This design comes from an exercise in tuning for small area, a short achievable clock period and few clock cycles on the open sky130 flow, not from production work.
Only simulation tests tie the RTL to the original design; equivalence was not proved.
Power is estimated from default activity; no workload was simulated.

$ cat design/flow/config.mk
export PLATFORM = sky130hd
export DESIGN_NAME = cpu
export DESIGN_NICKNAME = cpu
export VERILOG_FILES = /design/flow/design.v
export SDC_FILE = /design/flow/constraint.sdc
export NUM_CORES = 4
export LEC_CHECK = 0
export CAP_MARGIN = 20
export CORE_MARGIN = 2
export CORE_UTILIZATION = 40
export SLEW_MARGIN = 20
$ cat design/flow/constraint.sdc
create_clock -name core_clock -period 160.0 [get_ports {clk}]
set_input_delay 32.0000 -clock core_clock [delete_from_list [all_inputs] [get_ports {clk}]]
set_output_delay 32.0000 -clock core_clock [all_outputs]
set_load 0.01 [all_outputs]
$ cat design/flow/design.v
`timescale 1ns/100ps
module cpu
    #(parameter n = 32)(
    input  logic           clk, reset,
    output logic           memwrite,
    output logic [(n-1):0] adr, writedata,
    input  logic [(n-1):0] readdata
);
    localparam K = 4;                   
    logic        mstate;                
    logic [31:0] adr_q;                 
    logic [31:0] ir;                    
    logic        irv;                   
    logic [9:0]  pcret;                 
    logic [4:0]  rt_q;                  
    logic [31:0] wd_q;                  
    logic        memwrite_q;
    logic [9:0]  pcf, pcplus, nf;
    assign pcf    = adr_q[11:2];
    assign pcplus = pcf + 10'd1;
    always_comb begin
        if (readdata[31:26] == 6'b000010) nf = readdata[9:0];
        else if (readdata[31:26] == 6'b000100 && readdata[25:21] == readdata[20:16]) nf = pcplus + readdata[9:0];
        else nf = pcplus;
    end
    logic [5:0]  op, funct;
    logic [4:0]  rs, rt, rd;
    logic [31:0] simm;
    assign op    = ir[31:26];
    assign rs    = ir[25:21];
    assign rt    = ir[20:16];
    assign rd    = ir[15:11];
    assign funct = ir[5:0];
    assign simm  = {{16{ir[15]}}, ir[15:0]};
    logic isR, isAddi, isLw, isSw, isBeq;
    assign isR    = irv & (op == 6'b000000);
    assign isAddi = irv & (op == 6'b001000);
    assign isLw   = irv & (op == 6'b100011);
    assign isSw   = irv & (op == 6'b101011);
    assign isBeq  = irv & (op == 6'b000100);
    logic fAdd, fSub, fAnd, fOr, fNor, fSlt, fMult, fDiv, fMflo, fMfhi;
    assign fAdd  = (funct == 6'b100000);
    assign fSub  = (funct == 6'b100010);
    assign fAnd  = (funct == 6'b100100);
    assign fOr   = (funct == 6'b100101);
    assign fNor  = (funct == 6'b100111);
    assign fSlt  = (funct == 6'b101010);
    assign fMult = (funct == 6'b011000);
    assign fDiv  = (funct == 6'b011010);
    assign fMflo = (funct == 6'b010010);
    assign fMfhi = (funct == 6'b010000);
    logic        we;
    logic [4:0]  wa;
    logic [31:0] wd, rd1, rd2;
    regfile rf(clk, we, rs, rt, wa, wd, rd1, rd2);
    logic        md_busy, md_start;
    logic [31:0] hi, lo;
    muldiv #(K) md(clk, reset, md_start, fDiv, rd1, rd2, md_busy, hi, lo);
    function automatic logic [31:0] radd32(input logic [31:0] x, y, input logic ci);
        logic c;
        c = ci;
        for (int i = 0; i < 32; i++) begin
            radd32[i] = x[i] ^ y[i] ^ c;
            c = (x[i] & y[i]) | (c & (x[i] ^ y[i]));
        end
    endfunction
    logic        sub;
    logic [31:0] bop, sum, alures;
    logic        slt;
    assign sub = isR & (fSub | fSlt);
    assign bop = isR ? rd2 : simm;
    assign sum = radd32(rd1, sub ? ~bop : bop, sub);
    assign slt = (rd1[31] ^ rd2[31]) ? rd1[31] : sum[31];
    always_comb begin
        alures = sum;                                
        if (isR & fAnd)  alures = rd1 & rd2;
        if (isR & fOr)   alures = rd1 | rd2;
        if (isR & fNor)  alures = ~(rd1 | rd2);
        if (isR & fSlt)  alures = {31'b0, slt};
        if (isR & fMflo) alures = lo;
        if (isR & fMfhi) alures = hi;
    end
    logic        stall, rwrite, mem, taken;
    assign stall  = isR & (fMult | fDiv | fMflo | fMfhi) & md_busy;
    assign rwrite = (isR & (fAdd | fSub | fAnd | fOr | fNor | fSlt | fMflo | fMfhi) & ~stall) | isAddi;
    assign mem    = isLw | isSw;
    assign taken  = isBeq & (rs != rt) & (rd1 == rd2);
    assign md_start = ~mstate & isR & (fMult | fDiv) & ~md_busy;
    assign we = mstate ? ~memwrite_q : rwrite;
    assign wa = mstate ? rt_q : (isR ? rd : rt);
    assign wd = mstate ? readdata : alures;
    always_ff @(posedge clk or posedge reset) begin
        if (reset) begin
            mstate     <= 1'b0;
            memwrite_q <= 1'b0;
            adr_q      <= 32'b0;
            irv        <= 1'b0;
        end else if (mstate) begin
            mstate     <= 1'b0;
            memwrite_q <= 1'b0;
            adr_q      <= {20'b0, pcret, 2'b00};
        end else if (taken) begin
            adr_q      <= {20'b0, pcf + simm[9:0], 2'b00};
            irv        <= 1'b0;
        end else if (~stall) begin
            mstate     <= mem;
            memwrite_q <= isSw;
            adr_q      <= mem ? sum : {20'b0, nf, 2'b00};
            irv        <= 1'b1;
        end
    end
    always_ff @(posedge clk) begin
        if (~mstate & ~stall) ir <= readdata;
        pcret <= nf;
        rt_q  <= rt;
        wd_q  <= rd2;
    end
    assign adr       = adr_q;
    assign memwrite  = memwrite_q;
    assign writedata = wd_q;
endmodule
module regfile(
    input  logic        clk,
    input  logic        we3,
    input  logic [4:0]  ra1, ra2, wa3,
    input  logic [31:0] wd3,
    output logic [31:0] rd1, rd2
);
    logic [31:0] rf[31:1];
    always_ff @(posedge clk)
        if (we3 && wa3 != 0) rf[wa3] <= wd3;
    always_comb begin
        rd1 = 32'b0;
        rd2 = 32'b0;
        for (int i = 1; i < 32; i++) begin
            rd1 = rd1 | ({32{ra1 == i[4:0]}} & rf[i]);
            rd2 = rd2 | ({32{ra2 == i[4:0]}} & rf[i]);
        end
    end
endmodule
module muldiv #(parameter K = 4)(
    input  logic        clk, reset,
    input  logic        start, isdiv,
    input  logic [31:0] a, b,
    output logic        busy,
    output logic [31:0] hi, lo
);
    localparam C = 32 / K;
    logic [5:0]  cnt;
    logic        div_q;
    logic [31:0] opnd, lreg;
    logic [31:0] h [0:K];
    logic [31:0] l [0:K];
    assign busy = (cnt != 6'd0);
    assign h[0] = hi;
    assign l[0] = lreg;
    for (genvar i = 0; i < K; i++) begin : step
        logic [31:0] x, y, s;
        logic        c, ge;
        assign x = div_q ? {h[i][30:0], l[i][0]} : h[i];
        assign y = (div_q | l[i][0]) ? opnd : 32'b0;
        assign {c, s} = {1'b0, x} + {1'b0, y} + {32'b0, div_q};
        assign ge = h[i][31] | c;
        assign h[i+1] = div_q ? (ge ? s : x) : {c, s[31:1]};
        assign l[i+1] = {div_q ? ge : s[0], l[i][31:1]};
    end
    logic [31:0] arev;
    always_comb
        for (int j = 0; j < 32; j++) arev[j] = a[31-j];
    always_ff @(posedge clk or posedge reset)
        if (reset)      cnt <= 6'd0;
        else if (start) cnt <= C[5:0];
        else if (busy)  cnt <= cnt - 6'd1;
    always_ff @(posedge clk) begin
        if (start) begin
            div_q <= isdiv;
            opnd  <= isdiv ? ~b : a;
            hi    <= 32'b0;
            lreg  <= isdiv ? arev : b;
        end else if (busy) begin
            hi   <= h[K];
            lreg <= l[K];
        end
    end
    always_comb
        for (int j = 0; j < 32; j++) lo[j] = div_q ? lreg[31-j] : lreg[j];
endmodule
$ cat design/flow/run.sh
#!/bin/bash
# synth_recipe.tcl (not shown) runs the flow's synth.tcl, then flattens the netlist and writes it again
# the make line also repeats each setting of config.mk as NAME=value (left out here)
make -C /OpenROAD-flow-scripts/flow DESIGN_CONFIG=/design/flow/config.mk WORK_HOME=/design/flow/orfs CLKGATE_MAP_FILE= SYNTH_SCRIPT=/design/flow/synth_recipe.tcl finish
==> impl_metrics.env, run 1 <==
export IMPL_cts_buffers=134
export IMPL_ys_ff_latch=1209
export IMPL_tns_ns=0
export IMPL_status="finished clean"
export IMPL_final_nets=6031
export IMPL_clock_latency_ns=0.84
export IMPL_crit_arrival_ns=35.41
export IMPL_htreeDepth=4
export IMPL_cp_max_fo=10
export IMPL_grt_pass1_vias=53600
export IMPL_cts_resized=0
export IMPL_path_class="in -> reg"
export IMPL_grt_busiest_layer="met2"
export IMPL_synth_nets=5923
export IMPL_num_fill_cells=14400
export IMPL_met2_usage_pct=53.0
export IMPL_ir_worst_vdd_v=0.0000330
export IMPL_die_w_um=406
export IMPL_syn_area_um2=64700
export IMPL_internal_power_uw=929
export IMPL_grt_max_degree=151
export IMPL_die_h_um=406
export IMPL_yosysTopAreaCellShare_pct=50.5
export IMPL_final_min_clock_period_ns=34.74
export IMPL_dp_hpwl_um=197000
export IMPL_power_density_nw_per_um2=22.0
export IMPL_fin_crit_sh_pct=21.7
export IMPL_clock_sinks=1209
export IMPL_wl_um=330000
export IMPL_synth_edff_count=1089
export IMPL_initial_core_util_pct=40.3
export IMPL_overflow=0
export IMPL_synth_main_ff_cell="edfxtp_1"
export IMPL_clkTransAtPathRegs_ns=0.06
export IMPL_worst_pin_slew_ns=1.41
export IMPL_syn_to_final_growth_pct=15.5
export IMPL_io_pins=99
export IMPL_synth_distinct_cells=89
export IMPL_tritoncts="built"
export IMPL_grt_use_total_pct=38.7
export IMPL_cts_setup_buffers=0
export IMPL_port_buffers=98
export IMPL_final_hold_viol_count=0
export IMPL_hold_path_class="reg -> reg"
export IMPL_viasPerCell=7.34
export IMPL_slew_headroom_pct=5.64
export IMPL_finalSetupViolations=0
export IMPL_timing_hold_ws_ns=0.503
export IMPL_combPwrFrac_pct=54.3
export IMPL_worstPathRequired_ns=160.68
export IMPL_clock_skew_ns=0.0744
export IMPL_seq_area_frac_synth_pct=54.5
export IMPL_synth_top_cell_by_area="edfxtp_1"
export IMPL_die_area_um2=165000
export IMPL_pwr_share_clk_pct=20.1
export IMPL_drive_gt1_share_pct=11.7
export IMPL_gp_congestion=1.02
export IMPL_p_sw_uw=719
export IMPL_p_seq_share_pct=25.6
export IMPL_worstSetupEndpointType="register"
export IMPL_via_count=59000
export IMPL_leakagePower_nw=26.3
export IMPL_synthCells=5638
export IMPL_clockBufferDepth=3
export IMPL_synth_avg_cell_area_um2=11.5
export IMPL_ys_async_sr_fraction_pct=3.39
export IMPL_drtIter0Drc=14800
export IMPL_post_drt_wl_per_cell_um=41.0
export IMPL_antenna_found_initial=34
export IMPL_rows=147
export IMPL_maxSlewViolCount=0
export IMPL_synth_most_common_cell="edfxtp_1"
export IMPL_grt_pass1_wl_um=439000
export IMPL_antenna_left=0
export IMPL_start_kind="input pin"
export IMPL_synth_area_top_cells="edfxtp_1, a22oi_1, ha_1, mux2i_1, dfxtp_1"
export IMPL_switching_share_pct=43.6
export IMPL_drcViolationCount=0
export IMPL_rsz0062_at_grt="no"
export IMPL_fmax_mhz=28.8
export IMPL_drv_cap=0
export IMPL_yosys_top_cells_count="edfxtp_1, a22oi_1, nand2_1"
export IMPL_met1_usage_pct=46.9
export IMPL_core_um2=161000
export IMPL_ctsRootBufferMaster="clkbuf_16"
export IMPL_yosysWarnings=5
export IMPL_cts_hold_fix_buffers=0
export IMPL_first_pass_iters=15
export IMPL_grtUsageMet3_pct=20.7
layout by cell type, fill, tap and decap left out, drive strengths merged, types with 17 or more instances in the layout:
| cell type | instances |
|---|---|
| a211oi | 25 |
| a21o | 59 |
| a21oi | 239 |
| a221oi | 72 |
| a222oi | 66 |
| a22o | 93 |
| a22oi | 777 |
| a31oi | 23 |
| and2 | 17 |
| and3 | 17 |
| buf | 232 |
| clkbuf | 161 |
| clkdlybuf4s50 | 98 |
| clkinv | 52 |
| dfrtp | 41 |
| dfxtp | 79 |
| diode | 29 |
| edfxtp | 1089 |
| fa | 40 |
| ha | 211 |
| inv | 137 |
| mux2 | 59 |
| mux2i | 183 |
| nand2 | 414 |
| nand2b | 29 |
| nand3 | 179 |
| nand4 | 88 |
| nor2 | 346 |
| nor2b | 148 |
| nor3 | 54 |
| nor4 | 39 |
| o211ai | 17 |
| o21a | 40 |
| o21ai | 260 |
| o21bai | 19 |
| o221ai | 40 |
| or4 | 37 |
| xnor2 | 148 |
| xor2 | 55 |
flip-flops by register name, summed over array words and instances (netlist names):
register / flops
md.div_q: 1
ir: 32
md.cnt: 6
adr_q: 32
memwrite_q: 1
pcret: 10
rf.rf: 992
irv: 1
rt_q: 5
md.hi: 32
wd_q: 32
md.lreg: 32
mstate: 1
md.opnd: 32
through the flow:
step,total power [mW],setup slack [ns],cells,utilization (%),cell area (um^2)
floorplan,1.05,125.47,5638,-,64700
global placement,1.29,124.48,7766,43.4,69700
detailed placement,1.29,124.54,7768,43.5,69800
CTS,1.62,125.38,8010,46.4,74500
global route,1.73,125.10,8016,46.5,74700
finish,1.65,125.26,8041,46.6,74800
area by class of cell:
class / count / area [um^2] / share of cell area, %
repair buffers: 330 / 2880 / 3.85
clock inverters: 81 / 1090 / 1.46
well taps: 2160 / 2700 / 3.61
multi-input cells: 3938 / 28600 / 38.3
clock buffers: 161 / 3570 / 4.77
inverters: 133 / 499 / 0.668
diodes: 29 / 72.6 / 0.0971
flip-flops and latches: 1209 / 35300 / 47.2
critical path, stage by stage:
cell	delay, ns
clkdlybuf4s50_1	0.57
or4_1	0.54
nor4_1	0.30
and4b_1	0.59
clkinv_1	0.39
a21oi_1	0.22
a21oi_1	0.10
mux2_2	0.29
mux2i_1	0.12
nor2_1	0.05
a21oi_1	0.15
o21ai_0	0.09
worst paths after layout:
kind                       cells past startpoint          from            to  slack (ns)
max                                           12  readdata[29]      adr_q[5]      125.26
min reg2reg                                    1     adr_q[17]     adr_q[17]        0.50
max reg2reg                                   48        ir[16]  rf.rf[8][31]      139.00
max in group asynchronous                      2         reset        mstate      127.60
min                                            1     adr_q[17]     adr_q[17]        0.50
min in group asynchronous                      2         reset     adr_q[10]       31.69
routing by layer:
metal	routed length [um]	up-vias	share of wire [%]
li1	-	22500	-
met1	111000	28400	34
met2	129000	6246	39
met3	60100	1923	18
met4	29000	56	8.8
met5	1130	-	0.34
kinds of logic after synthesis:
family	count (synthesis)	synth area share, %
adders and majority gates	251	5.31
xor gates and xnor gates	203	2.75
and+or+nand+nor	1427	10.6
DFF	1209	54.5
buffers and inverters	491	2.92
AOI/OAI and AO/OA	1814	19.9
muxes	243	3.89
power by group through the flow:
stage / combinational (mW) / clock, mW / sequential [mW]
CTS: 0.870 / 0.329 / 0.422
global route: 0.966 / 0.341 / 0.423
floorplan: 0.633 / 0 / 0.420
finish: 0.895 / 0.331 / 0.422
detailed placement: 0.864 / 0 / 0.429
global placement: 0.858 / 0 / 0.428
Testbench counts, summed over its fixed seeds: cycles 65,025.
==> run 2: changes to the inputs <==
--- a/design/flow/design.v
+++ b/design/flow/design.v
@@ -81,11 +81,11 @@
         if (isR & fMfhi) alures = hi;
     end
     logic        stall, rwrite, mem, taken;
-    assign stall  = isR & (fMult | fDiv | fMflo | fMfhi) & md_busy;
+    assign stall  = isR & (fMflo | fMfhi) & md_busy;
     assign rwrite = (isR & (fAdd | fSub | fAnd | fOr | fNor | fSlt | fMflo | fMfhi) & ~stall) | isAddi;
     assign mem    = isLw | isSw;
     assign taken  = isBeq & (rs != rt) & (rd1 == rd2);
-    assign md_start = ~mstate & isR & (fMult | fDiv) & ~md_busy;
+    assign md_start = ~mstate & isR & (fMult | fDiv);
     assign we = mstate ? ~memwrite_q : rwrite;
     assign wa = mstate ? rt_q : (isR ? rd : rt);
     assign wd = mstate ? readdata : alures;
@@ -145,41 +145,78 @@
     output logic        busy,
     output logic [31:0] hi, lo
 );
-    localparam C = 32 / K;
-    logic [5:0]  cnt;
+    localparam KM = 4, KD = 2;
+    function automatic logic [16:0] radd16(input logic [15:0] x, y, input logic ci);
+        logic c;
+        c = ci;
+        for (int i = 0; i < 16; i++) begin
+            radd16[i] = x[i] ^ y[i] ^ c;
+            c = (x[i] & y[i]) | (c & (x[i] ^ y[i]));
+        end
+        radd16[16] = c;
+    endfunction
+    logic [4:0]  cnt;
     logic        div_q;
     logic [31:0] opnd, lreg;
-    logic [31:0] h [0:K];
-    logic [31:0] l [0:K];
-    assign busy = (cnt != 6'd0);
-    assign h[0] = hi;
-    assign l[0] = lreg;
-    for (genvar i = 0; i < K; i++) begin : step
-        logic [31:0] x, y, s;
-        logic        c, ge;
-        assign x = div_q ? {h[i][30:0], l[i][0]} : h[i];
-        assign y = (div_q | l[i][0]) ? opnd : 32'b0;
-        assign {c, s} = {1'b0, x} + {1'b0, y} + {32'b0, div_q};
-        assign ge = h[i][31] | c;
-        assign h[i+1] = div_q ? (ge ? s : x) : {c, s[31:1]};
-        assign l[i+1] = {div_q ? ge : s[0], l[i][31:1]};
-    end
-    logic [31:0] arev;
-    always_comb
+    assign busy = (cnt != 5'd0);
+    logic [31:0] hm [0:KM];
+    logic [31:0] lm [0:KM];
+    assign hm[0] = hi;
+    assign lm[0] = lreg;
+    for (genvar i = 0; i < KM; i++) begin : mstep
+        logic [16:0] s0, s1;
+        assign s0 = radd16(hm[i][15:0], lm[i][0] ? opnd[15:0] : 16'b0, 1'b0);
+        assign s1 = radd16(hm[i][31:16], lm[i][0] ? opnd[31:16] : 16'b0, s0[16]);
+        assign hm[i+1] = {s1, s0[15:1]};
+        assign lm[i+1] = {s0[0], lm[i][31:1]};
+    end
+    logic [31:0] hd [0:KD];
+    logic [31:0] ld [0:KD];
+    assign hd[0] = hi;
+    assign ld[0] = lreg;
+    for (genvar i = 0; i < KD; i++) begin : dstep
+        logic [31:0] x, d;
+        logic [16:0] lo16, up0, up1;
+        logic        ge;
+        assign x    = {hd[i][30:0], ld[i][0]};
+        assign lo16 = radd16(x[15:0], opnd[15:0], 1'b1);
+        assign up0  = radd16(x[31:16], opnd[31:16], 1'b0);
+        assign up1  = radd16(x[31:16], opnd[31:16], 1'b1);
+        assign d    = {lo16[16] ? up1[15:0] : up0[15:0], lo16[15:0]};
+        assign ge   = hd[i][31] | (lo16[16] ? up1[16] : up0[16]);
+        assign hd[i+1] = ge ? d : x;
+        assign ld[i+1] = {ge, ld[i][31:1]};
+    end
+    logic        big16, big24;
+    logic [31:0] arev, h0, l0;
+    assign big24 = |b[31:24];
+    assign big16 = |b[31:16];
+    always_comb begin
         for (int j = 0; j < 32; j++) arev[j] = a[31-j];
+        if (big24) begin
+            h0 = {8'b0, a[31:8]};
+            l0 = {24'b0, arev[31:24]};
+        end else if (big16) begin
+            h0 = {16'b0, a[31:16]};
+            l0 = {16'b0, arev[31:16]};
+        end else begin
+            h0 = 32'b0;
+            l0 = arev;
+        end
+    end
     always_ff @(posedge clk or posedge reset)
-        if (reset)      cnt <= 6'd0;
-        else if (start) cnt <= C[5:0];
-        else if (busy)  cnt <= cnt - 6'd1;
+        if (reset)      cnt <= 5'd0;
+        else if (start) cnt <= !isdiv ? 5'd8 : big24 ? 5'd4 : big16 ? 5'd8 : 5'd16;
+        else if (busy)  cnt <= cnt - 5'd1;
     always_ff @(posedge clk) begin
         if (start) begin
             div_q <= isdiv;
             opnd  <= isdiv ? ~b : a;
-            hi    <= 32'b0;
-            lreg  <= isdiv ? arev : b;
+            hi    <= isdiv ? h0 : 32'b0;
+            lreg  <= isdiv ? l0 : b;
         end else if (busy) begin
-            hi   <= h[K];
-            lreg <= l[K];
+            hi   <= div_q ? hd[KD] : hm[KM];
+            lreg <= div_q ? ld[KD] : lm[KM];
         end
     end
     always_comb
==> run 2 against run 1 <==
  * Clock skew decreased by 0.014 ns
  * Worst setup slack improved by 0.12 ns
  * Register-to-register slack worse by 6.3 ns
  * Final cell count shrank 6.6%
==> impl_metrics.env, run 2 <==
export IMPL_grt_pass1_wl_um=418000
export IMPL_synth_edff_count=1121
export IMPL_worst_pin_slew_ns=1.38
export IMPL_die_h_um=401
export IMPL_drtIter0Drc=12300
export IMPL_pre_cts_ws_ns=124.54
export IMPL_most_common_layout_cells="edfxtp_1, a22oi_1, nand2_1, nor2_1, and3_1"
export IMPL_antenna_left=0
export IMPL_overflow=0
export IMPL_grt_busiest_layer="met2"
export IMPL_fmax_mhz=28.9
export IMPL_ir_worst_vdd_v=0.0000181
export IMPL_grt_use_total_pct=37.5
export IMPL_drv_cap=0
export IMPL_slew_headroom_pct=6.96
export IMPL_yosysTopAreaCellShare_pct=53.4
export IMPL_grt_max_degree=145
export IMPL_timing_hold_ws_ns=0.438
export IMPL_met1_usage_pct=44.7
export IMPL_rows=145
export IMPL_yosys_top_cells_count="edfxtp_1, a22oi_1, nand2_1"
export IMPL_synth_nets=5600
export IMPL_synth_top_cell_by_area="edfxtp_1"
export IMPL_viasPerCell=7.27
export IMPL_synth_distinct_cells=88
export IMPL_largest_reg_flops=992
export IMPL_clockBufferDepth=3
export IMPL_htreeDepth=4
export IMPL_cts_resized=0
export IMPL_drive_gt1_share_pct=10.9
export IMPL_yosysWarnings=7
export IMPL_clock_latency_ns=0.85
export IMPL_tritoncts="built"
export IMPL_initial_core_util_pct=40.3
export IMPL_post_drt_wl_per_cell_um=41.3
export IMPL_dp_cells=7247
export IMPL_leakagePower_nw=26.2
export IMPL_maxSlewViolCount=0
export IMPL_final_min_clock_period_ns=34.62
export IMPL_port_buffers=98
export IMPL_die_w_um=401
export IMPL_grtUsageMet3_pct=19.5
export IMPL_core_um2=156000
export IMPL_syn_area_um2=63100
export IMPL_synth_main_ff_cell="edfxtp_1"
export IMPL_first_pass_iters=14
export IMPL_io_pins=99
export IMPL_grt_pass1_vias=50800
export IMPL_dp_hpwl_um=185000
export IMPL_final_cells=7513
export IMPL_clock_skew_ns=0.0609
export IMPL_ctsRootBufferMaster="clkbuf_16"
export IMPL_status="finished clean"
export IMPL_met2_usage_pct=51.6
export IMPL_crit_arrival_ns=35.33
export IMPL_gp_congestion=0.998
export IMPL_cp_max_fo=17
export IMPL_final_nets=5672
export IMPL_via_count=54600
export IMPL_cts_buffers=132
export IMPL_largest_register="rf.rf"
export IMPL_power_density_nw_per_um2=17.6
export IMPL_finalSetupViolations=0
export IMPL_synth_area_top_cells="edfxtp_1, a22oi_1, fa_1, nand2_1, and3_1"
export IMPL_clkTransAtPathRegs_ns=0.06
export IMPL_synth_avg_cell_area_um2=12.0
export IMPL_synth_most_common_cell="edfxtp_1"
export IMPL_seq_area_frac_synth_pct=56.5
export IMPL_num_fill_cells=14000
export IMPL_mostFrequentLayoutCell="edfxtp_1"
export IMPL_synthCells=5253
export IMPL_start_kind="input pin"
export IMPL_fin_crit_sh_pct=21.6
export IMPL_hold_path_class="reg -> reg"
export IMPL_final_hold_viol_count=0
export IMPL_die_area_um2=161000
export IMPL_ys_ff_latch=1208
export IMPL_drcViolationCount=0
export IMPL_syn_to_final_growth_pct=14.5
export IMPL_rsz0062_at_grt="no"
export IMPL_cts_setup_buffers=0
export IMPL_final_setup_worst_slack_ns=125.38
export IMPL_path_class="in -> reg"
export IMPL_cts_hold_fix_buffers=0
export IMPL_tns_ns=0
export IMPL_wl_um=310000
export IMPL_worstSetupEndpointType="register"
export IMPL_worstPathRequired_ns=160.71
export IMPL_ys_async_sr_fraction_pct=3.31
export IMPL_antenna_found_initial=25
export IMPL_clock_sinks=1208
==> run 2: cell count changes after synthesis, sizes merged, moves of 101 or more <==
cell   delta
nor2b   -119
fa      +176
inv     +104
ha      -114
and3    +223
mux2i   -101
==> run 2: path summary, 6_finish.rpt <==
kind                       depth (start not counted)  slack, ns          from     endpoint
hold reg to reg                                    2       0.44      pcret[2]     adr_q[4]
min in group asynchronous                          2      31.71         reset    adr_q[29]
setup reg to reg                                  81     132.73    md.lreg[0]  md.lreg[31]
max in group asynchronous                          2     127.60         reset       mstate
setup / recovery                                  10     125.38  readdata[31]    adr_q[10]
hold / removal                                     2       0.44      pcret[2]     adr_q[4]
==> run 2: cells by family (layout without fill, tap and decap cells) <==
| family | count (synthesis) | count (layout) | share of synthesized area, % |
|---|---|---|---|
| simple gates | 1505 | 1505 | 11.9 |
| xor+xnor | 101 | 101 | 1.40 |
| compound gates | 1420 | 1420 | 16.1 |
| mux | 95 | 95 | 1.55 |
| flops | 1208 | 1208 | 56.5 |
| fa+ha+maj | 313 | 313 | 8.78 |
| other cells | 0 | 27 | 0 |
| buf+inv | 611 | 786 | 3.78 |
==> run 2: power by group <==
part | switching (mW) | internal, mW
logic | 0.331 | 0.206
clock network | 0.138 | 0.174
registers | 0.0176 | 0.405
==> run 2: routing by layer <==
metal / wire length, um / part of all wire [%] / up-vias
met3: 56900 / 18 / 1730
li1: - / - / 20400
met1: 101000 / 32 / 26300
met4: 27800 / 9.0 / 20
met2: 124000 / 40 / 6161
met5: 167 / 0.054 / -
==> run 2: layout make-up <==
class | count | area [um^2] | area share [%]
Multi-Input combinational cell | 3434 | 26100 | 36.1
Sequential cell | 1208 | 35600 | 49.3
Tap cell | 2058 | 2570 | 3.57
Clock buffer | 167 | 3510 | 4.86
Clock inverter | 70 | 836 | 1.16
Inverter | 235 | 883 | 1.22
Timing Repair Buffer | 314 | 2640 | 3.65
Antenna cell | 27 | 67.6 | 0.0935
==> run 2: stage by stage <==
step	utilization (%)	area (um^2)	total power, mW
after floorplan	-	63100	0.769
after global placement	43.2	67600	0.941
after detailed placement	43.2	67600	0.951
after CTS	46.0	72000	1.26
after global routing	46.1	72200	1.34
final	46.2	72200	1.27
==> run 2: critical path: stages <==
cell and delay, ns:
clkdlybuf4s50_1 0.58, nor4_1 0.84, nand3b_1 0.73, inv_1 0.36, nor2_1 0.12, inv_1 0.06
o22ai_1 0.07, nor3_1 0.23, nand2_1 0.09, a221oi_1 0.26
Testbench counts of run 2, summed over its fixed seeds: cycles 61,107.
==> run 3: changes to the inputs <==
--- a/design/flow/design.v
+++ b/design/flow/design.v
@@ -9,6 +9,9 @@
     localparam K = 4;                   
     logic        mstate;                
     logic [31:0] adr_q;                 
+    logic [9:0]  adr_pc;                
+    logic [19:0] adr_hi;
+    logic [1:0]  adr_lo;
     logic [31:0] ir;                    
     logic        irv;                   
     logic [9:0]  pcret;                 
@@ -18,11 +21,13 @@
     logic [9:0]  pcf, pcplus, nf;
     assign pcf    = adr_q[11:2];
     assign pcplus = pcf + 10'd1;
-    always_comb begin
-        if (readdata[31:26] == 6'b000010) nf = readdata[9:0];
-        else if (readdata[31:26] == 6'b000100 && readdata[25:21] == readdata[20:16]) nf = pcplus + readdata[9:0];
-        else nf = pcplus;
-    end
+    logic        fj, fbeq;
+    logic [9:0]  fbt, fnb;
+    assign fj   = (readdata[31:26] == 6'b000010);
+    assign fbeq = (readdata[31:26] == 6'b000100) && (readdata[25:21] == readdata[20:16]);
+    assign fbt  = pcplus + readdata[9:0];
+    assign fnb  = fj ? readdata[9:0] : pcplus;
+    assign nf   = fbeq ? fbt : fnb;
     logic [5:0]  op, funct;
     logic [4:0]  rs, rt, rd;
     logic [31:0] simm;
@@ -89,26 +94,38 @@
     assign we = mstate ? ~memwrite_q : rwrite;
     assign wa = mstate ? rt_q : (isR ? rd : rt);
     assign wd = mstate ? readdata : alures;
+    logic [9:0]  adr_e;
+    logic        use_nf;
+    always_comb begin
+        if (mstate)     adr_e = pcret;
+        else if (taken) adr_e = pcf + simm[9:0];
+        else if (stall) adr_e = pcf;
+        else            adr_e = sum[11:2];
+    end
+    assign use_nf = ~mstate & ~taken & ~stall & ~mem;
     always_ff @(posedge clk or posedge reset) begin
         if (reset) begin
             mstate     <= 1'b0;
             memwrite_q <= 1'b0;
-            adr_q      <= 32'b0;
+            adr_pc     <= 10'b0;
             irv        <= 1'b0;
-        end else if (mstate) begin
-            mstate     <= 1'b0;
-            memwrite_q <= 1'b0;
-            adr_q      <= {20'b0, pcret, 2'b00};
-        end else if (taken) begin
-            adr_q      <= {20'b0, pcf + simm[9:0], 2'b00};
-            irv        <= 1'b0;
-        end else if (~stall) begin
-            mstate     <= mem;
-            memwrite_q <= isSw;
-            adr_q      <= mem ? sum : {20'b0, nf, 2'b00};
-            irv        <= 1'b1;
-        end
-    end
+        end else begin
+            adr_pc <= use_nf ? nf : adr_e;
+            if (mstate) begin
+                mstate     <= 1'b0;
+                memwrite_q <= 1'b0;
+            end else if (taken) begin
+                irv        <= 1'b0;
+            end else if (~stall) begin
+                mstate     <= mem;
+                memwrite_q <= isSw;
+                irv        <= 1'b1;
+            end
+        end
+    end
+    always_ff @(posedge clk)
+        {adr_hi, adr_lo} <= {sum[31:12], sum[1:0]};
+    assign adr_q = {adr_hi, adr_pc, adr_lo};
     always_ff @(posedge clk) begin
         if (~mstate & ~stall) ir <= readdata;
         pcret <= nf;
--- a/design/flow/config.mk
+++ b/design/flow/config.mk
@@ -7,5 +7,7 @@
 export LEC_CHECK = 0
 export CAP_MARGIN = 20
 export CORE_MARGIN = 2
-export CORE_UTILIZATION = 40
+export CORE_UTILIZATION = 45
+export CTS_CLUSTER_DIAMETER = 80
+export CTS_CLUSTER_SIZE = 25
 export SLEW_MARGIN = 20
==> run 3 against run 2 <==
  * Routed wire length is 1.6% higher
  * Register-to-register slack worse by 1.5 ns
  * Sequential power hardly changed
  * Die area is 11% lower
  * Power is 0.33% lower
  * Final cell count is 3.2% lower
  * Largest cell class unchanged
  * Clock power is 27% lower
  * Non-clock buffer count is 29 higher
==> impl_metrics.env, run 3 <==
export IMPL_status="finished clean"
export IMPL_crit_arrival_ns=35.18
export IMPL_synth_top_family_by_area="compound AO/OA/AOI/OAI gates"
export IMPL_port_buffers=98
export IMPL_fin_crit_sh_pct=21.6
export IMPL_p_sw_uw=531
export IMPL_io_pins=99
export IMPL_via_count=54300
export IMPL_finalSetupViolations=0
export IMPL_synth_most_common_cell="edfxtp_1"
export IMPL_ctsRootBufferMaster="clkbuf_16"
export IMPL_crit_top_cell="o21ai_0"
export IMPL_clock_sinks=1208
export IMPL_antenna_found_initial=24
export IMPL_most_common_layout_cells="edfxtp_1, a22oi_1, nand2_1, nor2_1, inv_1"
export IMPL_final_cells=7269
export IMPL_die_area_um2=143000
export IMPL_largest_reg_flops=992
export IMPL_dp_hpwl_um=190000
export IMPL_drive_gt1_share_pct=10.8
export IMPL_drcViolationCount=0
export IMPL_gp_congestion=1.04
export IMPL_start_kind="input pin"
export IMPL_worstSetupEndpointType="register"
export IMPL_fmax_mhz=28.9
export IMPL_clockBufferDepth=3
export IMPL_ir_worst_vdd_v=0.0000258
export IMPL_pwr_share_clk_pct=17.9
export IMPL_overflow=0
export IMPL_wl_um=315000
export IMPL_antenna_left=0
export IMPL_yosys_top_cells_count="edfxtp_1, a22oi_1, nand2_1"
export IMPL_grt_use_total_pct=43.2
export IMPL_cts_resized=0
export IMPL_drv_cap=0
export IMPL_internal_power_uw=738
export IMPL_worstPathRequired_ns=160.63
export IMPL_dp_cells=7108
export IMPL_clkTransAtPathRegs_ns=0.09
export IMPL_viasPerCell=7.47
export IMPL_die_w_um=378
export IMPL_htreeDepth=3
export IMPL_synthXorXnorAreaFrac_pct=1.42
export IMPL_post_drt_wl_per_cell_um=43.3
export IMPL_rsz0062_at_grt="no"
export IMPL_first_pass_iters=13
export IMPL_grt_pass1_wl_um=420000
export IMPL_final_nets=5668
export IMPL_cts_buffers=75
export IMPL_tritoncts="built"
export IMPL_worst_pin_slew_ns=1.21
export IMPL_pre_cts_ws_ns=124.69
export IMPL_ys_ff_latch=1208
export IMPL_switching_share_pct=41.8
export IMPL_power_density_nw_per_um2=17.9
export IMPL_timing_hold_ws_ns=0.547
export IMPL_cpMaxStageDelayCell="nor4_1"
export IMPL_cp_max_fo=15
export IMPL_syn_area_um2=63100
export IMPL_yosysTopAreaCellShare_pct=53.3
export IMPL_clock_latency_ns=0.77
export IMPL_slew_headroom_pct=19.5
export IMPL_drtIter0Drc=12200
export IMPL_final_min_clock_period_ns=34.55
export IMPL_synth_nets=5618
export IMPL_synthMuxAreaShare_pct=2.20
export IMPL_tns_ns=0
export IMPL_ys_async_sr_fraction_pct=1.49
export IMPL_final_setup_worst_slack_ns=125.45
export IMPL_initial_core_util_pct=45.3
export IMPL_path_cells="clkdlybuf4s50_1 > nor4_1 > nand3b_1 > o21ai_0 > a21oi_1 > nand2_1 > o21ai_0 > mux2_2"
export IMPL_mostFrequentLayoutCell="edfxtp_1"
export IMPL_synth_top_cell_by_area="edfxtp_1"
export IMPL_synth_compound_area_share_pct=15.9
export IMPL_final_hold_viol_count=0
export IMPL_synthSimpleGateAreaFrac_pct=11.5
export IMPL_grt_max_degree=128
export IMPL_synth_adder_area_share_pct=8.78
export IMPL_synth_area_top_cells="edfxtp_1, a22oi_1, fa_1, nand2_1, dfxtp_1"
export IMPL_die_h_um=378
export IMPL_cts_hold_fix_buffers=0
export IMPL_core_um2=139000
export IMPL_largest_register="rf.rf"
export IMPL_grt_pass1_vias=50100
export IMPL_maxSlewViolCount=0
export IMPL_synth_avg_cell_area_um2=12.0
export IMPL_yosysWarnings=7
export IMPL_rows=137
export IMPL_cts_setup_buffers=0
export IMPL_syn_to_final_growth_pct=12.0
export IMPL_worst_path_largest_cell_delay_ns=0.88
export IMPL_seq_area_frac_synth_pct=56.3
export IMPL_clock_skew_ns=0.0687
export IMPL_leakagePower_nw=25.5
export IMPL_p_seq_share_pct=33.4
export IMPL_synth_distinct_cells=90
export IMPL_hold_path_class="reg -> reg"
export IMPL_combPwrFrac_pct=48.7
export IMPL_synthCells=5271
export IMPL_synth_main_ff_cell="edfxtp_1"
export IMPL_synth_edff_count=1121
export IMPL_path_class="in -> reg"
## run 3: cell types whose count changed after synthesis, sizes merged, moves of 25 or more
cell	before	now
and3	240	144
a22oi	693	762
mux2i	82	117
a21oi	197	231
a2111oi	75	42
a221oi	49	16
o22ai	42	11
xor2	19	47
xnor2	82	55
a31oi	5	31
clkbuf	296	271
o31ai	3	28
## run 3: power groups by stage
stage                     clock [mW]  combinational, mW  sequential (mW)
after floorplan                    0              0.379            0.427
after global placement             0              0.581            0.430
after detailed placement           0              0.591            0.430
after CTS                      0.226              0.598            0.423
after global routing           0.237              0.678            0.425
final                          0.227              0.617            0.424
## run 3: layout make-up
| type | count | area (um^2) |
|---|---|---|
| clock inverter | 44 | 688 |
| sequential | 1208 | 35500 |
| tap | 1876 | 2350 |
| multi-input combinational | 3440 | 26300 |
| clock buffer | 82 | 1930 |
| inverter | 253 | 950 |
| antenna | 23 | 57.6 |
| fill | 12100 | 68700 |
| timing repair buffer | 343 | 2930 |
## run 3: path summary, 6_finish.rpt
kind	from	end	slack, ns	cells past startpoint
worst min-delay path	irv	irv	0.55	1
worst max register to register	md.lreg[0]	md.hi[10]	131.27	83
worst max-delay path	readdata[26]	adr_pc[0]	125.45	8
max in group asynchronous	reset	mstate	127.53	2
min in group asynchronous	reset	adr_pc[7]	31.78	2
worst min register to register	irv	irv	0.55	1
## run 3: cells by family (layout without fill, tap and decap cells)
group | count (synthesis) | count (layout)
multiplexers | 135 | 135
other | 0 | 23
AO/OA/AOI/OAI | 1419 | 1419
XOR/XNOR | 102 | 102
flip-flops | 1208 | 1208
AND/OR/NAND/NOR | 1471 | 1471
adder cells (fa/ha/maj) | 313 | 313
buffers and inverters | 623 | 722
## run 3: stage by stage
stage                     utilization, %  total power [mW]  instance area [um^2]
after floorplan                        -             0.806                 63100
after detailed placement            48.7              1.02                 67800
after global placement              48.6              1.01                 67700
final                               50.7              1.27                 70700
after CTS                           50.5              1.25                 70400
after global routing                50.7              1.34                 70600
## run 3: critical path: cells and delay by family
kind | cells | cell delay (ns)
buf+inv | 1 | 0.52
compound gates | 3 | 0.59
simple gates | 3 | 1.77
mux | 1 | 0.29
## run 3: layer usage
layer	routed length [um]	part of all wire [%]	GRT usage (%)
met4	29800	9.5	31.8
met3	56600	18	21.4
met5	372	0.12	0.823
met2	125000	40	59.0
met1	103000	33	52.1
Testbench counts of run 3, summed over its fixed seeds: cycles 61,107.
==> run 4: changes to the inputs <==
--- a/design/flow/design.v
+++ b/design/flow/design.v
@@ -195,30 +195,29 @@
         logic [31:0] x, d;
         logic [16:0] lo16, up0, up1;
         logic        ge;
-        assign x    = {hd[i][30:0], ld[i][0]};
+        assign x    = {hd[i][30:0], ld[i][31]};
         assign lo16 = radd16(x[15:0], opnd[15:0], 1'b1);
         assign up0  = radd16(x[31:16], opnd[31:16], 1'b0);
         assign up1  = radd16(x[31:16], opnd[31:16], 1'b1);
         assign d    = {lo16[16] ? up1[15:0] : up0[15:0], lo16[15:0]};
         assign ge   = hd[i][31] | (lo16[16] ? up1[16] : up0[16]);
         assign hd[i+1] = ge ? d : x;
-        assign ld[i+1] = {ge, ld[i][31:1]};
+        assign ld[i+1] = {ld[i][30:0], ge};
     end
     logic        big16, big24;
-    logic [31:0] arev, h0, l0;
+    logic [31:0] h0, l0;
     assign big24 = |b[31:24];
     assign big16 = |b[31:16];
     always_comb begin
-        for (int j = 0; j < 32; j++) arev[j] = a[31-j];
         if (big24) begin
             h0 = {8'b0, a[31:8]};
-            l0 = {24'b0, arev[31:24]};
+            l0 = {a[7:0], 24'b0};
         end else if (big16) begin
             h0 = {16'b0, a[31:16]};
-            l0 = {16'b0, arev[31:16]};
+            l0 = {a[15:0], 16'b0};
         end else begin
             h0 = 32'b0;
-            l0 = arev;
+            l0 = a;
         end
     end
     always_ff @(posedge clk or posedge reset)
@@ -236,6 +235,5 @@
             lreg <= div_q ? ld[KD] : lm[KM];
         end
     end
-    always_comb
-        for (int j = 0; j < 32; j++) lo[j] = div_q ? lreg[31-j] : lreg[j];
+    assign lo = lreg;
 endmodule
==> run 4 against run 3 <==
  * Combinational power shrank 1%
  * Still clean on timing, DRC and antenna
  * Critical endpoint is now adr_pc[9]
  * Largest power group unchanged
  * Sequential power hardly changed
  * Synthesized area decreased by 1.2%
  * Critical path type unchanged
  * First-iteration DRC count increased by 1.3%
  * Clock skew down 0.0053 ns
  * Routed wire length decreased by 0.13%
  * Highest routed layer unchanged
==> impl_metrics.env, run 4 <==
export IMPL_status="finished clean"
export IMPL_crit_buf_inv=1
export IMPL_largest_register="rf.rf"
export IMPL_worstSetupEndpointType="register"
export IMPL_final_min_clock_period_ns=34.31
export IMPL_clock_sinks=1208
export IMPL_final_hold_viol_count=0
export IMPL_grt_pass1_wl_um=420000
export IMPL_synth_edff_count=1121
export IMPL_tritoncts="built"
export IMPL_cp_max_fo=5
export IMPL_maxSlewViolCount=0
export IMPL_r2r_start="md.lreg[31]"
export IMPL_hold_path_end="adr_pc[8]"
export IMPL_ff2ff_setup_slack_ns=132.23
export IMPL_yosysWarnings=7
export IMPL_yosysTopAreaCellShare_pct=54.0
export IMPL_largest_reg_flops=992
export IMPL_ir_worst_vdd_v=0.0000303
export IMPL_port_buffers=98
export IMPL_yosys_top_cells_count="edfxtp_1, a22oi_1, nand2_1"
export IMPL_grt_pass1_vias=49800
export IMPL_cpMaxStageDelayCell="clkdlybuf4s50_1"
export IMPL_most_common_layout_cells="edfxtp_1, a22oi_1, nand2_1, inv_1, buf_4"
export IMPL_cts_resized=0
export IMPL_antenna_found_initial=29
export IMPL_rsz0062_at_grt="no"
export IMPL_drtIter0Drc=12400
export IMPL_worst_path_largest_cell_delay_ns=0.63
export IMPL_cp_top_family="compound AO/OA/AOI/OAI gates"
export IMPL_cts_buffers=79
export IMPL_first_pass_iters=13
export IMPL_num_fill_cells=12000
export IMPL_path_class="in -> reg"
export IMPL_ys_async_sr_fraction_pct=1.49
export IMPL_min_from="pcret[8]"
export IMPL_wl_um=315000
export IMPL_rows=136
export IMPL_final_nets=5543
export IMPL_final_area_um2=69700
export IMPL_syn_area_um2=62300
export IMPL_drv_cap=0
export IMPL_start_kind="input pin"
export IMPL_die_h_um=376
export IMPL_path_cells="clkdlybuf4s50_1 > ha_1 > a21o_1 > a211oi_1 > o21ai_0 > a41oi_1 > a21boi_0 > o21ai_0 > nor3_1 > and2_1 > o32a_1"
export IMPL_leakagePower_nw=25.0
export IMPL_fin_util_pct=50.7
export IMPL_synth_most_common_cell="edfxtp_1"
export IMPL_synth_avg_cell_area_um2=12.1
export IMPL_drive_gt1_share_pct=10.3
export IMPL_ys_ff_latch=1208
export IMPL_cts_setup_buffers=0
export IMPL_cts_hold_fix_buffers=0
export IMPL_die_area_um2=141000
export IMPL_synth_nets=5502
export IMPL_min_delay_path_depth=2
export IMPL_dp_hpwl_um=189000
export IMPL_grt_use_total_pct=43.4
export IMPL_die_w_um=376
export IMPL_slew_headroom_pct=12.0
export IMPL_core_um2=137000
export IMPL_power_density_nw_per_um2=18.2
export IMPL_worst_pin_slew_ns=1.32
export IMPL_synth_top_cell_by_area="edfxtp_1"
export IMPL_drcViolationCount=0
export IMPL_syn_to_final_growth_pct=11.9
export IMPL_reg2reg_depth=80
export IMPL_ctsRootBufferMaster="clkbuf_16"
export IMPL_tns_ns=0
export IMPL_clockBufferDepth=3
export IMPL_crit_top_cell="o21ai_0"
export IMPL_synthCells=5157
export IMPL_gp_congestion=1.02
export IMPL_post_drt_wl_per_cell_um=44.4
export IMPL_synth_area_top_cells="edfxtp_1, a22oi_1, fa_1, nand2_1, dfxtp_1"
export IMPL_grt_max_degree=71
export IMPL_fin_crit_sh_pct=21.4
export IMPL_place_area_um2=66700
export IMPL_worstPathRequired_ns=160.59
export IMPL_initial_core_util_pct=45.3
export IMPL_overflow=0
export IMPL_synth_main_ff_cell="edfxtp_1"
export IMPL_mostFrequentLayoutCell="edfxtp_1"
export IMPL_antenna_left=0
export IMPL_io_pins=99
export IMPL_clkTransAtPathRegs_ns=0.10
export IMPL_synth_distinct_cells=83
export IMPL_fmax_mhz=29.1
export IMPL_seq_area_frac_synth_pct=57.0
export IMPL_reg2reg_to="md.hi[15]"
export IMPL_via_count=53900
export IMPL_hold_path_class="reg -> reg"
export IMPL_viasPerCell=7.62
export IMPL_htreeDepth=3
export IMPL_finalPower_mw=1.27
export IMPL_clock_skew_ns=0.0634
export IMPL_finalSetupViolations=0
export IMPL_clock_latency_ns=0.76
export IMPL_crit_arrival_ns=34.91
run 4: cell count changes after synthesis, moves of 35 or more:
cell / previous run / this run
and3_1: 141 / 92
nor2_1: 341 / 297
a221o_1: 0 / 35
o21ai_0: 132 / 176
a211oi_1: 8 / 44
and2_1: 42 / 82
run 4: worst min-delay path: cells and delay by family, from the launching register on:
family | cells | cell delay, ns
flip-flops | 1 | 0.32
AO/OA/AOI/OAI | 2 | 0.22
run 4: final cells by class:
class                   count  area [um^2]  share of cell area [%]
diodes                     30         75.1                   0.108
clock buffers              82         2010                    2.88
clock inverters            56          766                    1.10
inverters                 242          910                    1.30
multi-input cells        3339        25400                    36.5
flip-flops and latches   1208        35500                    50.9
well taps                1794         2240                    3.22
repair buffers            328         2790                    4.00
run 4: kinds of logic (layout without fill, tap and decap cells):
logic type | after synthesis | after routing | share of synthesized area [%]
fa+ha+maj | 311 | 311 | 8.85
flops | 1208 | 1208 | 57.0
compound gates | 1433 | 1433 | 16.3
mux | 107 | 107 | 1.75
buf+inv | 610 | 708 | 3.85
other cells | 0 | 30 | 0
simple gates | 1384 | 1384 | 10.8
xor+xnor | 104 | 104 | 1.46
run 4: routing by layer:
layer  wire (um)  share of wire (%)  track usage [%]
met1      101000                 32             51.3
met2      126000                 40             60.2
met3       57300                 18             22.3
met4       29800                9.5             31.6
met5         284              0.090            0.686
run 4: worst max path at each step:
stage                startpoint  cells past startpoint         to  slack, ns
floorplan           readdata[1]                     10  adr_pc[9]     125.95
global placement    readdata[1]                     11  adr_pc[9]     124.93
detailed placement  readdata[1]                     11  adr_pc[9]     124.98
CTS                 readdata[1]                     11  adr_pc[9]     125.73
global route        readdata[1]                     11  adr_pc[9]     125.37
finish              readdata[1]                     11  adr_pc[9]     125.69
run 4: power breakdown:
| group | internal (mW) | switching (mW) |
|---|---|---|
| combinational | 0.238 | 0.373 |
| clock | 0.103 | 0.131 |
| sequential | 0.407 | 0.0188 |
| total | 0.748 | 0.523 |
run 4: stage by stage:
step	setup WS, ns	std cells	hold slack (ns)
4_1_cts	125.73	7046	0.562
2_1_floorplan	125.95	5157	0.349
3_3_place_gp	124.93	6908	0.535
5_1_grt	125.37	7051	0.601
3_5_place_dp	124.98	6908	0.538
6_report	125.69	7079	0.577
Testbench counts of run 4, summed over its fixed seeds: cycles 61,107.

-- static timing again, ports no longer ideal --
Ports are ideal in the flow. The routed layouts listed here were re-timed in OpenROAD. Step 1 assumes that a clkbuf_16 drives the clock port and a buf_2 every other input. Step 2, shift: input delay + t, output delay - t, t = (earliest + latest rising clock arrival at the registers) / 2. This alone moves slack from input paths to output paths. a / b / c = ideal ports / drivers / drivers and shift; a / b = the first two.
| run | t, ns | slack for setup (ns) | clock arrival spread, ns | slew at the worst register clock pin (ns) |
|---|---|---|---|---|
| run 1 | 0.883 | 125.262 / 125.293 / 124.410 | 0.074 / 0.075 | 0.07 / 0.07 |
| run 2 | 0.895 | 125.381 / 125.431 / 124.536 | 0.061 / 0.061 | 0.07 / 0.07 |
| run 3 | 0.810 | 125.449 / 125.500 / 124.689 | 0.068 / 0.069 | 0.11 / 0.11 |
| run 4 | 0.798 | 125.688 / 125.721 / 124.923 | 0.063 / 0.064 | 0.11 / 0.11 |
After both steps every run listed still meets setup and hold. The setup slack of run 1, which loses most, moves by +0.031 ns with the drivers and by -0.852 ns with both steps.
